From an optimization exercise on the open Yosys and OpenROAD flow, aimed at small area, a short achievable clock period and few clock cycles; shortcuts taken in it are not production practice. Where RTL was checked, it was by simulation tests only, not by an equivalence proof against the original. Power and IR drop assume default switching activity.

==> flow/design.v <==
`timescale 1ns / 1ps
module conv_layer_sel8 (
    input  wire [7:0] d,
    input  wire [7:0] s,
    output wire       y
);
assign y = |(d & s);
endmodule
module conv_layer_sel4 (
    input  wire [3:0] d,
    input  wire [3:0] s,
    output wire       y
);
assign y = |(d & s);
endmodule
module conv_layer_nand3 (input wire a, input wire b, input wire c, output wire y);
assign y = ~(a & b & c);
endmodule
module conv_layer_ready (
    input  wire       act, wl, wld, fin, ov, l2,
    input  wire [4:0] m,
    input  wire [8:0] nc,
    input  wire       rdy, start, weight_valid, input_valid, output_ready,
    output wire       rdy_n
);
wire taken  = input_valid & rdy;
wire finish = fin & ov & output_ready;
wire act_n  = start | (act & ~finish);
wire wl_n   = (wl | (wld & (m == 5'd8))) & ~finish;
wire fin_n  = (fin | (taken & (m == 5'd26) & (nc == 9'd511))) & ~finish;
wire ov_n   = l2 | (ov & ~output_ready);
wire m26_n  = wl & ((taken & (m == 5'd25)) | (~taken & (m == 5'd26)));
assign rdy_n = act_n & wl_n & ~fin_n & ~(ov_n & m26_n);
endmodule
module conv_layer #(
    parameter INPUT_CHANNELS = 3,
    parameter OUTPUT_CHANNELS = 32,
    parameter KERNEL_SIZE = 3,
    parameter INPUT_WIDTH = 4,
    parameter INPUT_HEIGHT = 4,
    parameter WEIGHT_BITS = 4,
    parameter ACTIVATION_BITS = 8
) (
    input wire clk,
    input wire rst_n,
    input wire [ACTIVATION_BITS-1:0] input_data,
    input wire input_valid,
    output wire input_ready,
    input wire [WEIGHT_BITS*256-1:0] weights_flat,
    input wire [7:0] weight_addr,
    input wire weight_valid,
    output wire [ACTIVATION_BITS-1:0] output_data,
    output wire output_valid,
    input wire output_ready,
    input wire start,
    output wire done,
    input wire [7:0] stride,
    input wire [7:0] padding,
    input wire [255:0] bias_flat
);
localparam TAPS = KERNEL_SIZE * KERNEL_SIZE;                   
localparam MACS = TAPS * INPUT_CHANNELS;                         
localparam NOUT = INPUT_WIDTH * INPUT_HEIGHT * OUTPUT_CHANNELS;  
reg        act;       
reg        wl;        
reg        wld;       
reg [4:0]  m;         
reg [8:0]  nc;        
reg        fin;       
reg        p1;        
reg        l1;        
reg        l2;        
reg        ov;        
reg        rdy;       
reg        done_r;
reg [WEIGHT_BITS-1:0]                 wsr [0:TAPS-1];
reg [ACTIVATION_BITS-1:0]             in_reg;
reg [ACTIVATION_BITS+1:0]             prl;      
reg [ACTIVATION_BITS+1:0]             prh;      
reg [15:0]                            acc;
reg [ACTIVATION_BITS-1:0]             out_reg;
wire wload   = act & ~wl & ~(wld & (m == TAPS-1)) & weight_valid;
wire taken   = input_valid & rdy;
wire last_in = taken & (m == MACS-1);
wire finish  = fin & ov & output_ready;
wire rdy_n;
conv_layer_ready u_ready (
    .act(act), .wl(wl), .wld(wld), .fin(fin), .ov(ov), .l2(l2), .m(m), .nc(nc),
    .rdy(rdy), .start(start), .weight_valid(weight_valid),
    .input_valid(input_valid), .output_ready(output_ready), .rdy_n(rdy_n)
);
always @(posedge clk or negedge rst_n) begin
    if (!rst_n) begin
        act    <= 1'b0;
        wl     <= 1'b0;
        wld    <= 1'b0;
        m      <= 5'd0;
        nc     <= 9'd0;
        fin    <= 1'b0;
        p1     <= 1'b0;
        l1     <= 1'b0;
        l2     <= 1'b0;
        ov     <= 1'b0;
        rdy    <= 1'b0;
        done_r <= 1'b0;
    end else begin
        act    <= start | (act & ~finish);
        wld    <= wload;
        p1     <= taken;
        l1     <= last_in;
        l2     <= l1;
        ov     <= l2 | (ov & ~output_ready);
        rdy    <= rdy_n;
        done_r <= finish;
        if (wld | taken) begin
            if ((wld & (m == TAPS-1)) | (m == MACS-1))
                m <= 5'd0;
            else
                m <= m + 5'd1;
        end
        if (finish)
            wl <= 1'b0;
        else if (wld & (m == TAPS-1))
            wl <= 1'b1;
        if (finish)
            fin <= 1'b0;
        else if (last_in & (nc == NOUT-1))
            fin <= 1'b1;
        if (last_in)
            nc <= nc + 9'd1;
    end
end
wire [7:0]  wlo = 8'd1 << weight_addr[2:0];
wire [31:0] whi = (32'd1 << weight_addr[7:3]) & {32{wload}};
wire wrot  = taken;
wire whold = ~(wld | taken);
wire [WEIGHT_BITS-1:0] w8_n;
reg  [8*WEIGHT_BITS-1:0] wpr;    
genvar b, g, e;
generate
    for (b = 0; b < WEIGHT_BITS; b = b + 1) begin : WB
        wire [31:0] gy;
        wire [7:0]  py;
        always @(posedge clk)
            wpr[8*b +: 8] <= py;
        for (g = 0; g < 32; g = g + 1) begin : WG
            wire [7:0] gd;
            for (e = 0; e < 8; e = e + 1) begin : WE
                assign gd[e] = weights_flat[WEIGHT_BITS*(8*g+e) + b];
            end
            conv_layer_sel8 u_g (.d(gd), .s(wlo), .y(gy[g]));
        end
        for (g = 0; g < 8; g = g + 1) begin : WP
            conv_layer_sel4 u_p (.d(gy[4*g +: 4]), .s(whi[4*g +: 4]), .y(py[g]));
        end
        wire n0 = ~|wpr[8*b +: 4];
        wire n1 = ~|wpr[8*b+4 +: 4];
        wire q  = ~((wsr[0][b] & wrot) | (wsr[TAPS-1][b] & whold));
        conv_layer_nand3 u_w8 (.a(n0), .b(n1), .c(q), .y(w8_n[b]));
    end
endgenerate
wire [7:0] blo = 8'd1 << nc[6:4];
wire [3:0] bhi = 4'd1 << nc[8:7];
wire [7:0] bsel;
generate
    for (b = 0; b < 8; b = b + 1) begin : BB
        wire [3:0] gy;
        for (g = 0; g < 4; g = g + 1) begin : BG
            wire [7:0] gd;
            for (e = 0; e < 8; e = e + 1) begin : BE
                assign gd[e] = bias_flat[8*(8*g+e) + b];
            end
            conv_layer_sel8 u_g (.d(gd), .s(blo), .y(gy[g]));
        end
        assign bsel[b] = |(gy & bhi);
    end
endgenerate
wire [15:0] sum = acc + prl + {prh, 2'b00};
integer i;
always @(posedge clk) begin
    if (wld | taken) begin
        for (i = 0; i < TAPS-1; i = i + 1)
            wsr[i] <= wsr[i+1];
    end
    wsr[TAPS-1] <= w8_n;
    in_reg <= taken ? input_data : {ACTIVATION_BITS{1'b0}};
    prl <= in_reg * (wsr[TAPS-1][1:0] & {2{p1}});
    prh <= in_reg * (wsr[TAPS-1][3:2] & {2{p1}});
    if (l2 | ~act)
        acc <= {8'd0, bsel};
    else
        acc <= sum;
    if (l2)
        out_reg <= sum[15] ? {ACTIVATION_BITS{1'b0}} : sum[ACTIVATION_BITS-1:0];
end
assign input_ready  = rdy;
assign output_data  = out_reg;
assign output_valid = ov;
assign done         = done_r;
endmodule
Settings: LEC_CHECK=0, CAP_MARGIN=20, CORE_AREA=5 5 255 255, DIE_AREA=0 0 260 260, SETUP_SLACK_MARGIN=4.4, SLEW_MARGIN=20, SYNTH_HIERARCHICAL=1; clock period 7.0 ns.
standard.sh (not shown) runs the stock make flow with config.mk's settings and CLKGATE_MAP_FILE= SYNTH_SCRIPT=/design/flow/synth_recipe.tcl, a recipe that flattens the netlist after the stock synthesis.
==> flow/flow/run.sh <==
#!/bin/bash
# Standard ORFS layout, with every port buffered by the smallest buffer
# instead of the default clkdlybuf4s50_1, and pins one track apart so the
# die can be small. The clock pin is placed first, in the middle of the left
# edge, with no other pin within 6 um, since its wire uses wider spacing.
set -euo pipefail
export BUFFER_PORTS_ARGS="-buffer_cell sky130_fd_sc_hd__buf_1"
# die height from config.mk (DIE_AREA = 0 0 W H)
H=$(awk '/DIE_AREA/ {print $NF}' config.mk | tail -1)
Y=$(awk -v h="$H" 'BEGIN { k = int((h / 2 - 0.34) / 0.68); printf "%.2f", 0.34 + k * 0.68 }')
LO=$(awk -v y="$Y" 'BEGIN { printf "%.2f", y - 6 }')
HI=$(awk -v y="$Y" 'BEGIN { printf "%.2f", y + 6 }')
export CLK_PIN_Y="$Y"
export PRE_IO_PLACEMENT_TCL="$PWD/flow/pre_io.tcl"
export PLACE_PINS_ARGS="-min_distance 1 -min_distance_in_tracks -exclude left:${LO}-${HI}"
echo "die height $H, clk pin at y=$Y, excluded left:${LO}-${HI}" > run_info.log
bash standard.sh finish > standard.log 2>&1
==> flow/flow/pre_io.tcl <==
# Place the clock pin by itself before the other pins.
place_pin -pin_name clk -layer met3 -location [list 0 $::env(CLK_PIN_Y)] \
  -pin_size {0.8 0.3} -force_to_die_boundary
The baseline went through all stages and came out clean.
==> next run, changes <==
--- a/flow/design.v
+++ b/flow/design.v
@@ -5,14 +5,10 @@
     output wire       y
 );
 assign y = |(d & s);
 endmodule
-module conv_layer_sel4 (
-    input  wire [3:0] d,
-    input  wire [3:0] s,
-    output wire       y
-);
-assign y = |(d & s);
+module conv_layer_nor2 (input wire a, input wire b, output wire y);
+assign y = ~(a | b);
 endmodule
 module conv_layer_nand3 (input wire a, input wire b, input wire c, output wire y);
 assign y = ~(a & b & c);
 endmodule
@@ -134,30 +130,31 @@
 wire [31:0] whi = (32'd1 << weight_addr[7:3]) & {32{wload}};
 wire wrot  = taken;
 wire whold = ~(wld | taken);
 wire [WEIGHT_BITS-1:0] w8_n;
-reg  [8*WEIGHT_BITS-1:0] wpr;    
+reg  [4*WEIGHT_BITS-1:0] wpr;    
 genvar b, g, e;
 generate
     for (b = 0; b < WEIGHT_BITS; b = b + 1) begin : WB
         wire [31:0] gy;
-        wire [7:0]  py;
+        wire [3:0]  py;
         always @(posedge clk)
-            wpr[8*b +: 8] <= py;
+            wpr[4*b +: 4] <= py;
         for (g = 0; g < 32; g = g + 1) begin : WG
             wire [7:0] gd;
             for (e = 0; e < 8; e = e + 1) begin : WE
                 assign gd[e] = weights_flat[WEIGHT_BITS*(8*g+e) + b];
             end
             conv_layer_sel8 u_g (.d(gd), .s(wlo), .y(gy[g]));
         end
-        for (g = 0; g < 8; g = g + 1) begin : WP
-            conv_layer_sel4 u_p (.d(gy[4*g +: 4]), .s(whi[4*g +: 4]), .y(py[g]));
+        for (g = 0; g < 4; g = g + 1) begin : WP
+            conv_layer_sel8 u_p (.d(gy[8*g +: 8]), .s(whi[8*g +: 8]), .y(py[g]));
         end
-        wire n0 = ~|wpr[8*b +: 4];
-        wire n1 = ~|wpr[8*b+4 +: 4];
-        wire q  = ~((wsr[0][b] & wrot) | (wsr[TAPS-1][b] & whold));
-        conv_layer_nand3 u_w8 (.a(n0), .b(n1), .c(q), .y(w8_n[b]));
+        wire n01, n23;
+        wire q = ~((wsr[0][b] & wrot) | (wsr[TAPS-1][b] & whold));
+        conv_layer_nor2  u_n01 (.a(wpr[4*b]),   .b(wpr[4*b+1]), .y(n01));
+        conv_layer_nor2  u_n23 (.a(wpr[4*b+2]), .b(wpr[4*b+3]), .y(n23));
+        conv_layer_nand3 u_w8  (.a(n01), .b(n23), .c(q), .y(w8_n[b]));
     end
 endgenerate
 wire [7:0] blo = 8'd1 << nc[6:4];
 wire [3:0] bhi = 4'd1 << nc[8:7];
Result: The changed run passed the timing, DRC and antenna checks. Register-to-register slack improves by 0.08 ns. Maximum frequency hardly moves. Hold slack loses 0.014 ns. First-iteration DRC count is lower by about a fifth. Total power fell by a few percent. Final area drops by a few percent. Final cell count falls slightly. Core utilization shrinks by 0.94 points. Global-route usage came out higher by 0.80 points.
Testbench counts after the change, summed over its fixed seeds: cycles 166,062.
The RTL of the first run of this note was laid out without a check of its function.

==> port drivers added, routing unchanged <==
How much do the figures lean on ideal ports? The routed layouts below were timed once more, with nothing changed but the port constraints. Step 1 (the two cells are an assumption about what drives the block):
set clk [get_ports {clk}]
set_driving_cell -lib_cell sky130_fd_sc_hd__clkbuf_16 $clk
set_driving_cell -lib_cell sky130_fd_sc_hd__buf_2 [delete_from_list [all_inputs] $clk]
Step 2 also shifts input and output timing later by t, the mid clock arrival at the registers, as if the neighbouring blocks saw the same clock. Three values: ideal ports, drivers, drivers and shift; two values: the first two.
| run | t (ns) | slack for setup (ns) | slew at the worst register clock pin (ns) | pins driven straight from the clock port |
|---|---|---|---|---|
| the first run | 0.477 | 4.349 / 4.233 / 3.756 | 0.07 / 0.07 | 1 |
| the second run | 0.470 | 4.342 / 4.309 / 3.840 | 0.06 / 0.06 | 1 |
After both steps every run listed still meets setup and hold. For the first run, which loses most, drivers alone change the setup slack by -0.116 ns; drivers and shift together by -0.593 ns.
